Background: an optimization exercise with open tools, aiming at low power. Do not read the settings as production practice.
Only simulation tests tie the RTL to the original design; equivalence was not proved.

## run F
==> flow/design.v (excerpt) <==
module pipeline_md5(
    input clk,
    input [63:0] num,
    output reg [127:0] answer,
    output reg [63:0] currnum
    );
clock: 9.0 ns
lec_check: 0
cap_margin: 20
core_margin: 2
core_utilization: 40
slew_margin: 20
standard.sh (not shown) runs the stock make flow with config.mk's settings and CLKGATE_MAP_FILE= SYNTH_SCRIPT=/design/flow/synth_recipe.tcl, a recipe that flattens the netlist after the stock synthesis.
==> flow/flow/run.sh <==
#!/bin/bash
# The standard layout, with clock tree synthesis told not to add dummy loads
# (the loads only balance the tree, and each one draws clock power) and to
# cluster more flip-flops on each leaf buffer.
set -euo pipefail
export CTS_ARGS="-sink_clustering_enable -repair_clock_nets -dont_use_dummy_load -sink_clustering_size 16 -sink_clustering_max_diameter 50 -buf_list {sky130_fd_sc_hd__clkbuf_8}"
bash standard.sh > standard.log 2>&1
Relative to run F, the following input files were edited for run M:
Settings: PLACE_DENSITY newly set to 0.9; GPL_ROUTABILITY_DRIVEN newly set to 0; GPL_TIMING_DRIVEN newly set to 0.
--- outcome ---
Post-cts resize count came out exactly the same in run M and run F. For run F, the critical-path cell with the highest stage delay was o41ai_1, unlike run M, where it was xnor2_1. Relative to run F, the number of non-clock buffers in the layout measured on run M has decreased by a little under 10%. Going from run F to run M, number of H-tree levels now smaller, met3 wire length went up by about 80%. In the reports for run M and run F, the larger number of cells traversed by the worst register-to-register path belongs to run F.

========
## pepper
Another version of the RTL of pipeline_md5 (not shown whole).
Size: roughly 40,000 cells after synthesis, about 12,000 flip-flops, about 260 I/O pins.
clock: 9.0 ns
lec_check: 0
cap_margin: 20
core_margin: 2
core_utilization: 40
cts_buf_list: sky130_fd_sc_hd__clkbuf_4 sky130_fd_sc_hd__clkbuf_8
slew_margin: 20
run.sh (not shown) runs the stock make flow with config.mk's settings and CLKGATE_MAP_FILE= SYNTH_SCRIPT=/design/flow/synth_recipe.tcl, a recipe that flattens the netlist after the stock synthesis.
Stock flow here: none of the scripts above is used.
Input-level comparison between indigo and pepper:
- a deleted CTS_BUF_LIST that had been sky130_fd_sc_hd__clkbuf_4 sky130_fd_sc_hd__clkbuf_8
### Flow results
Of pepper and indigo, the higher arrival time at the worst endpoint belongs to pepper.
[compare] base=pepper new=indigo: met3 demand-to-capacity share in global routing essentially unchanged; async set-reset flop share out of synthesis essentially unchanged.
Clock buffer count in the final layout (pepper / indigo): 1.7
Against pepper as the reference, indigo delivers a lower via count.
[compare] base=pepper new=indigo: count of cells along the worst register-to-register path now sits lower, maximum clock rate went down by about 0.37%.
Changes observed in indigo relative to pepper: worst path setup slack after routing moved down, final standard cell area without fillers shows no meaningful change.
Relative to indigo, the following input files were edited for onyx:
- a change of CORE_UTILIZATION from 40 to 65
- an added PLACE_DENSITY of 0.75
Results
The worst hold slack of onyx is higher than that of indigo. Core area: onyx lower than indigo. Final cycle utilization of the critical path, indigo and onyx: larger value in indigo. For the cell count after placement, onyx came in about 11% lower than indigo did.

========
== run 1 ==
pipeline_md5 with an RTL version that a note above also has.
For scale: about 41000 cells after synthesis, about 260 I/O pins, ~480000 µm² of cells after synthesis.
Settings: LEC_CHECK=0, CAP_MARGIN=20, CORE_MARGIN=2, CORE_UTILIZATION=40, SLEW_MARGIN=20; clock period 9.0 ns.
standard.sh (not shown) runs the stock make flow with config.mk's settings and CLKGATE_MAP_FILE= SYNTH_SCRIPT=/design/flow/synth_recipe.tcl, a recipe that flattens the netlist after the stock synthesis.
==> flow/flow/run.sh <==
#!/bin/bash
# The standard layout, with clock tree synthesis told not to add dummy loads
# (the loads only balance the tree, and each one draws clock power) and to
# cluster more flip-flops on each leaf buffer.
set -euo pipefail
export CTS_ARGS="-sink_clustering_enable -repair_clock_nets -dont_use_dummy_load -sink_clustering_size 24 -sink_clustering_max_diameter 50 -buf_list {sky130_fd_sc_hd__clkbuf_16}"
bash standard.sh > standard.log 2>&1
Every stage of the flow completed for run 1, and the final layout passed the timing, design-rule and antenna checks.
Modified inputs, run 2 compared to run 1
==> flow/flow/run.sh <==
#!/bin/bash
# The standard layout, with clock tree synthesis told not to add dummy loads
# (the loads only balance the tree, and each one draws clock power) and to
# cluster more flip-flops on each leaf buffer; then gates off the critical
# paths are downsized after global routing (RECOVER_POWER).
set -euo pipefail
export CTS_ARGS="-sink_clustering_enable -repair_clock_nets -dont_use_dummy_load -sink_clustering_size 16 -sink_clustering_max_diameter 50 -buf_list {sky130_fd_sc_hd__clkbuf_8}"
export RECOVER_POWER=100
bash standard.sh > standard.log 2>&1
--- outcome ---
- The setup TNS was comparable across run 1 and run 2.
- The total track usage of run 1 and that of run 2 are within noise of each other.
- Compared with run 1, in run 2 area fraction in compound gates after synthesis stayed essentially flat, final design utilization fell by 1.2 points, wire length stayed essentially flat, fmax fell by 7.4%.
- Run 1 and run 2 ended up with roughly the same die outline width.
- On met1 layer wirelength in the final routing, run 1 and run 2 are basically level.
- Run 2 finished every stage; the final checks, however, were not passed, the failures being capacitance limit, slew limit.
- From run 1 to run 2, hold violation count in the final report did not move at all.
The following lists how run 3 was set up differently from run 2:
==> flow/flow/run.sh <==
#!/bin/bash
# The standard layout, with clock tree synthesis told not to add dummy loads
# (the loads only balance the tree, and each one draws clock power) and to
# cluster more flip-flops on each leaf buffer.
set -euo pipefail
export CTS_ARGS="-sink_clustering_enable -repair_clock_nets -dont_use_dummy_load -sink_clustering_size 20 -sink_clustering_max_diameter 50 -buf_list {sky130_fd_sc_hd__clkbuf_8}"
bash standard.sh > standard.log 2>&1
Run 3 finished all stages; the layout is clean. Final checks on run 2, whose flow otherwise completed, came back failing, citing capacitance limit, slew limit. Higher number of clock buffers in the layout goes to run 2 over run 3. From run 2 to run 3 the numbers moved as follows: transition time at the pin with the least slew margin moved down; design area neither gained nor lost much; worst-case hold slack closely matched the old numbers; antenna diode count has increased. Run 2 and run 3 ended up with nearly the same height of the die. On first-pass detailed-route iteration total: run 3 sits below run 2. Setup slack delta for run 3 relative to run 2: 0.57 ns higher.
> inputs changed (run 3 -> run 4)
Settings: PLACE_DENSITY newly set to 0.9; GPL_TIMING_DRIVEN newly set to 0; GPL_ROUTABILITY_DRIVEN newly set to 0.
--- a/flow/flow/run.sh
+++ b/flow/flow/run.sh
@@ -5,3 +5,3 @@
 set -euo pipefail
-export CTS_ARGS="-sink_clustering_enable -repair_clock_nets -dont_use_dummy_load -sink_clustering_size 20 -sink_clustering_max_diameter 50 -buf_list {sky130_fd_sc_hd__clkbuf_8}"
+export CTS_ARGS="-sink_clustering_enable -repair_clock_nets -dont_use_dummy_load -sink_clustering_size 14 -sink_clustering_max_diameter 50 -buf_list {sky130_fd_sc_hd__clkbuf_8}"
 bash standard.sh > standard.log 2>&1
Findings:
[compare] base=run 3 new=run 4: hold slack decreased by 0.078 ns relative to the old numbers; global-route wire length before repair saw a decrease; setup slack decreased 0.36 ns; aggregate routed wire length decreased by 13% relative to the old numbers; final standard cell count with taps included and fillers excluded fell about 0.7%.
#### Input delta (run 5 over run 4)
Settings: PLACE_DENSITY: 0.9 -> unset.
--- a/flow/flow/run.sh
+++ b/flow/flow/run.sh
@@ -5,3 +5,3 @@
 set -euo pipefail
-export CTS_ARGS="-sink_clustering_enable -repair_clock_nets -dont_use_dummy_load -sink_clustering_size 14 -sink_clustering_max_diameter 50 -buf_list {sky130_fd_sc_hd__clkbuf_8}"
+export CTS_ARGS="-sink_clustering_enable -repair_clock_nets -dont_use_dummy_load -sink_clustering_size 16 -sink_clustering_max_diameter 50 -buf_list {sky130_fd_sc_hd__clkbuf_8}"
 bash standard.sh > standard.log 2>&1
[summary]
Run 5 reports a higher count of inserted antenna diode cells than run 4 does.
Re final hold violation count: no difference whatsoever between run 5 and run 4.
Flip-flop and latch count: run 4 vs run 5 identical
Wire length (run 4 / run 5): 0.932
[run 5] global-route wire length before repair rose 99 mm relative to run 4
[compare] base=run 4 new=run 5: portion of the clock cycle consumed by the worst path in the final layout increased 1.5 points, proportion of synthesized flip-flops having asynchronous set or reset level.

========
Another version of the RTL of pipeline_md5 (not shown whole).
For scale: about 12000 flip-flops, ~490000 um2 of cells after synthesis.
export LEC_CHECK = 0
export CAP_MARGIN = 20
export CORE_MARGIN = 2
export CORE_UTILIZATION = 40
export CTS_BUF_LIST = sky130_fd_sc_hd__clkbuf_4 sky130_fd_sc_hd__clkbuf_8
export SLEW_MARGIN = 20
create_clock -name core_clock -period 9.0 [get_ports {clk}]
run.sh (not shown) runs the stock make flow with config.mk's settings and CLKGATE_MAP_FILE= SYNTH_SCRIPT=/design/flow/synth_recipe.tcl, a recipe that flattens the netlist after the stock synthesis.
Stock flow here: none of the scripts above is used.
Edit:
==> flow/flow/run.sh (new file) <==
#!/bin/bash
# The standard layout, with clock tree synthesis told not to add dummy loads
# (the loads only balance the tree, and each one draws clock power).
set -euo pipefail
export CTS_ARGS="-sink_clustering_enable -repair_clock_nets -dont_use_dummy_load -buf_list {sky130_fd_sc_hd__clkbuf_4 sky130_fd_sc_hd__clkbuf_8}"
bash standard.sh > standard.log 2>&1
==> flow/standard.sh (new file) <==
#!/bin/bash
# synth_recipe.tcl (not shown) runs the flow's synth.tcl, then flattens the netlist and writes it again
# the make line also repeats each setting of config.mk as NAME=value (left out here)
make -C /OpenROAD-flow-scripts/flow DESIGN_CONFIG=/design/flow/config.mk WORK_HOME=/design/flow/orfs CLKGATE_MAP_FILE= SYNTH_SCRIPT=/design/flow/synth_recipe.tcl "${@:-finish}"
removed: flow/run.sh
Hold slack loses 0.0097 ns.
Setup slack gains 0.11 ns.
Core utilization shrinks by 1.4 points.
Sequential share of layout area grows by 1.4 points.
Via count shrinks slightly.
Sequential cell count is unchanged.
Clock-buffer cell count shrinks by 1034.
Routed wire length shrinks slightly.

==> separate check: timing with driven ports <==
The results above use ideal ports. As a check the final layouts listed here were re-extracted and re-timed, cells and wires unchanged. Step 1 sets driving cells, clkbuf_16 on the clock port and buf_2 on the other inputs (assumed; they add their load-dependent delay and slew). Step 2 times the ports against the registers' clock, not the clock port: input delays grow and output delays shrink by t, the midpoint of the rising clock arrivals with the driver on. a / b / c = no drivers / after step 1 / after step 2; a / b = the first two.
run	shift t [ns]	setup slack, ns	hold slack, ns	slew at the worst register clock pin (ns)	worst slew at a driven data input, ns
run F	1.585	1.431 / 1.431 / 1.431	0.237 / 0.237 / 0.237	0.10 / 0.10	0.18
run M	1.452	1.026 / 1.026 / 1.026	0.223 / 0.223 / 0.223	0.12 / 0.12	0.15
pepper	1.589	0.840 / 0.840 / 0.840	0.204 / 0.204 / 0.204	0.07 / 0.07	0.19
indigo	1.391	0.810 / 0.810 / 0.810	0.203 / 0.203 / 0.203	0.07 / 0.07	0.18
onyx	1.389	0.988 / 0.988 / 0.988	0.261 / 0.261 / 0.261	0.09 / 0.09	0.21
run 1	1.380	1.464 / 1.464 / 1.464	0.255 / 0.255 / 0.255	0.09 / 0.09	0.15
run 2	1.587	0.863 / 0.863 / 0.863	0.238 / 0.238 / 0.238	0.11 / 0.11	0.18
run 3	1.582	1.438 / 1.438 / 1.438	0.236 / 0.236 / 0.236	0.12 / 0.12	0.18
run 4	1.444	1.073 / 1.073 / 1.073	0.158 / 0.158 / 0.158	0.10 / 0.10	0.15
run 5	1.544	0.934 / 0.934 / 0.934	0.234 / 0.234 / 0.234	0.10 / 0.10	0.09
the first run of note 4	1.670	1.127 / 1.127 / 1.127	0.259 / 0.259 / 0.259	0.08 / 0.08	0.36
the second run of note 4	1.643	1.233 / 1.233 / 1.233	0.249 / 0.249 / 0.249	0.07 / 0.07	0.36
